Source: an optimization exercise on an open RTL-to-GDS flow (aim: small area). Production flows keep margins and buffers that such runs may drop. At most, simulation tests tie the RTL to the original design; equivalence was not proved.

## red
## quad_spi_top
module quad_spi_top (
  hclk_i, hresetn_i, hsel_i, haddr_i, htrans_i, hwrite_i, hsize_i, hburst_i,
  hwdata_i, hrdata_o, hready_o, hresp_o,
  tx_fifo_space, rx_fifo_fill,
  qspi_clk_o, qspi_d_i, qspi_d_o, qspi_d_oe, qspi_cs_n_o
);
input            hclk_i;
input            hresetn_i;
input            hsel_i;
input   [31:0]   haddr_i;
input   [1:0]    htrans_i;
input            hwrite_i;
input   [2:0]    hsize_i;
input   [2:0]    hburst_i;
input   [31:0]   hwdata_i;
output  [31:0]   hrdata_o;
output           hready_o;
output  [1:0]    hresp_o;
output  [3:0]    tx_fifo_space;
output  [3:0]    rx_fifo_fill;
output           qspi_clk_o;
input   [3:0]    qspi_d_i;
output  [3:0]    qspi_d_o;
output  [3:0]    qspi_d_oe;
output           qspi_cs_n_o;
wire        val;
wire [2:0]  asel;
wire        rd;
wire [3:0]  ben;
wire [31:0] rdata;
wire        ack;
wire        busy;
wire        op_st;
wire [7:0]  prescal;
wire [1:0]  fmode, dmode, adsize, admode, imode;
wire [7:0]  instr;
wire [31:0] dlr, faddr;
wire        sclk, rise, fall;
wire        tx_wr, tx_rd, tx_nfull;
wire [7:0]  tx_d, tx_q;
wire [4:0]  tx_used;
wire        rx_wr, rx_rd, rx_nempty, rx_clr;
wire [7:0]  rx_d, rx_q;
wire [4:0]  rx_used;
assign tx_fifo_space = (tx_used == 5'd0) ? 4'hf : (4'd0 - tx_used[3:0]);
assign rx_fifo_fill  = rx_used[4] ? 4'hf : rx_used[3:0];
qspi_clk_div u_clk_div (
  .clk(hclk_i), .rst_n(hresetn_i), .prescal(prescal),
  .sclk(sclk), .rise(rise), .fall(fall));
qspi_ahb_slave_itf u_ahb_if (
  .clk(hclk_i), .rst_n(hresetn_i), .hsel_i(hsel_i), .haddr_i(haddr_i),
  ...
Size in the first run: about 2200 cells after synthesis, ~600 flip-flops, ~130 I/O pins, ~27000 um2 of cells after synthesis.
export LEC_CHECK = 0
export CAP_MARGIN = 20
export CORE_MARGIN = 2
export CORE_UTILIZATION = 75
export CTS_BUF_LIST = sky130_fd_sc_hd__clkbuf_16
export CTS_CLUSTER_DIAMETER = 100
export CTS_CLUSTER_SIZE = 24
export SLEW_MARGIN = 20
create_clock -name core_clock -period 10.0 [get_ports {hclk_i}]
run.sh (not shown) runs the stock make flow with config.mk's settings and CLKGATE_MAP_FILE= SYNTH_SCRIPT=/design/flow/synth_recipe.tcl, a recipe that flattens the netlist after the stock synthesis.
red finished all stages; the layout is clean.
#### Input delta (orange over red)
--- a/flow/config.mk
+++ b/flow/config.mk
@@ -10,4 +10,4 @@
-export CORE_UTILIZATION = 75
-export CTS_BUF_LIST = sky130_fd_sc_hd__clkbuf_16
-export CTS_CLUSTER_DIAMETER = 100
-export CTS_CLUSTER_SIZE = 24
+export CORE_UTILIZATION = 60
+export CTS_BUF_LIST = sky130_fd_sc_hd__clkbuf_8
+export CTS_CLUSTER_DIAMETER = 60
+export CTS_CLUSTER_SIZE = 16
==> run summary <==
- orange was carried through to the last stage, and its layout satisfied the timing, design-rule and antenna checks.
- Going from red to orange, share of the clock period used by the worst path grows by 0.32 points.
- Final cell count on orange is up relative to red.
- Sequential cell area: orange vs red — no meaningful difference
- Max freq red -> orange: degraded
- Looking at timing endpoint of the critical path, the hresp_o[0] result is from red; the hrdata_o[8] one comes from orange.
- Final core area utilization (orange over red): decrease, 16 points
- Compared with red, orange ends up with a larger final cell area.
No functional check of the RTL was part of any run of this note.

* * *

Setup of the reference run:
quad_spi_top, a different RTL version from the one above (not shown whole).
For scale: about 2,100 cells after synthesis, ~600 flip-flops, about 130 I/O pins, roughly 27,000 um2 of cells after synthesis.
// quad_spi_top
module quad_spi_top (
  hclk_i, hresetn_i, hsel_i, haddr_i, htrans_i, hwrite_i, hsize_i, hburst_i,
  hwdata_i, hrdata_o, hready_o, hresp_o,
  tx_fifo_space, rx_fifo_fill,
  qspi_clk_o, qspi_d_i, qspi_d_o, qspi_d_oe, qspi_cs_n_o
);
Settings: LEC_CHECK=0, CAP_MARGIN=20, CORE_MARGIN=2, CORE_UTILIZATION=60, CTS_BUF_LIST=sky130_fd_sc_hd__clkbuf_16, CTS_CLUSTER_DIAMETER=100, CTS_CLUSTER_SIZE=28, SLEW_MARGIN=20; clock period 10.0 ns.
Relative to the reference run, the following input files were edited for the trial run:
==> flow/flow/run.sh (new file) <==
#!/bin/bash
# The standard layout (the standard.sh: standard synthesis, floorplan,
# placement, CTS, routing), with the smallest buffer as the port buffer cell.
# Every input and output port still gets its own buffer.
set -euo pipefail
export BUFFER_PORTS_ARGS="-buffer_cell sky130_fd_sc_hd__buf_1"
bash standard.sh > standard.log 2>&1
==> flow/standard.sh (new file) <==
#!/bin/bash
# synth_recipe.tcl (not shown) runs the flow's synth.tcl, then flattens the netlist and writes it again
# the make line also repeats each setting of config.mk as NAME=value (left out here)
make -C /OpenROAD-flow-scripts/flow DESIGN_CONFIG=/design/flow/config.mk WORK_HOME=/design/flow/orfs CLKGATE_MAP_FILE= SYNTH_SCRIPT=/design/flow/synth_recipe.tcl "${@:-finish}"
--- a/flow/config.mk
+++ b/flow/config.mk
@@ -6,5 +6,5 @@
 export NUM_CORES = 4
 export LEC_CHECK = 0
-export CAP_MARGIN = 20
+export CAP_MARGIN = 0
 export CORE_MARGIN = 2
 export CORE_UTILIZATION = 60
@@ -12,3 +12,3 @@
 export CTS_CLUSTER_DIAMETER = 100
 export CTS_CLUSTER_SIZE = 28
-export SLEW_MARGIN = 20
+export SLEW_MARGIN = 0
removed: flow/run.sh
==> run summary <==
The trial run closes out successfully: all stages finished, all timing, DRC and antenna checks passed.
Delay contributed by the slowest stage of the critical path sits lower in the trial run than in the reference run.
The higher routed length on met2 of the reference run and the trial run is in the reference run.
Higher worst setup slack was reported by the trial run, not the reference run.
Relative to the reference run, number of ordinary and repair buffers in the finished layout has increased by 5 in the trial run.
Per the comparison of the trial run with the reference run, design area went down 2.3%; sequential share of layout area went up 1.4 points; worst-case headroom to the max-slew limit went down 4.8 points; first-pass GRT wire length held; global-route track usage on met2 went up 0.41 points.

-- afterwards: timing with drivers on the ports --
The flow's constraints put no driver on any port. The routed layouts listed below were extracted and timed again, unchanged, in two steps. Step 1: set_driving_cell puts a clkbuf_16 on hclk_i and a buf_2 on each other input, an assumption about the parent block. Step 2, shift: input delay + t, output delay - t, t = (earliest + latest rising clock arrival at the registers) / 2. This alone moves slack from input paths to output paths. Three values: ideal, step 1, step 2; two values: the first two.
| run | t, ns | setup WS [ns] | worst register clock-pin slew, ns | worst data-port slew with drivers (ns) |
|---|---|---|---|---|
| red | 0.659 | 3.892 / 3.871 / 3.871 | 0.11 / 0.11 | 0.05 |
| orange | 0.718 | 3.860 / 3.804 / 3.884 | 0.11 / 0.11 | 0.06 |
| the reference run | 0.645 | 3.551 / 3.524 / 3.524 | 0.12 / 0.12 | 0.05 |
| the trial run | 0.643 | 4.294 / 4.274 / 4.274 | 0.11 / 0.11 | 0.05 |
After both steps setup and hold are still met in every run listed. The setup slack of the reference run, which loses most, moves by -0.027 ns with the drivers and by -0.027 ns with both steps.
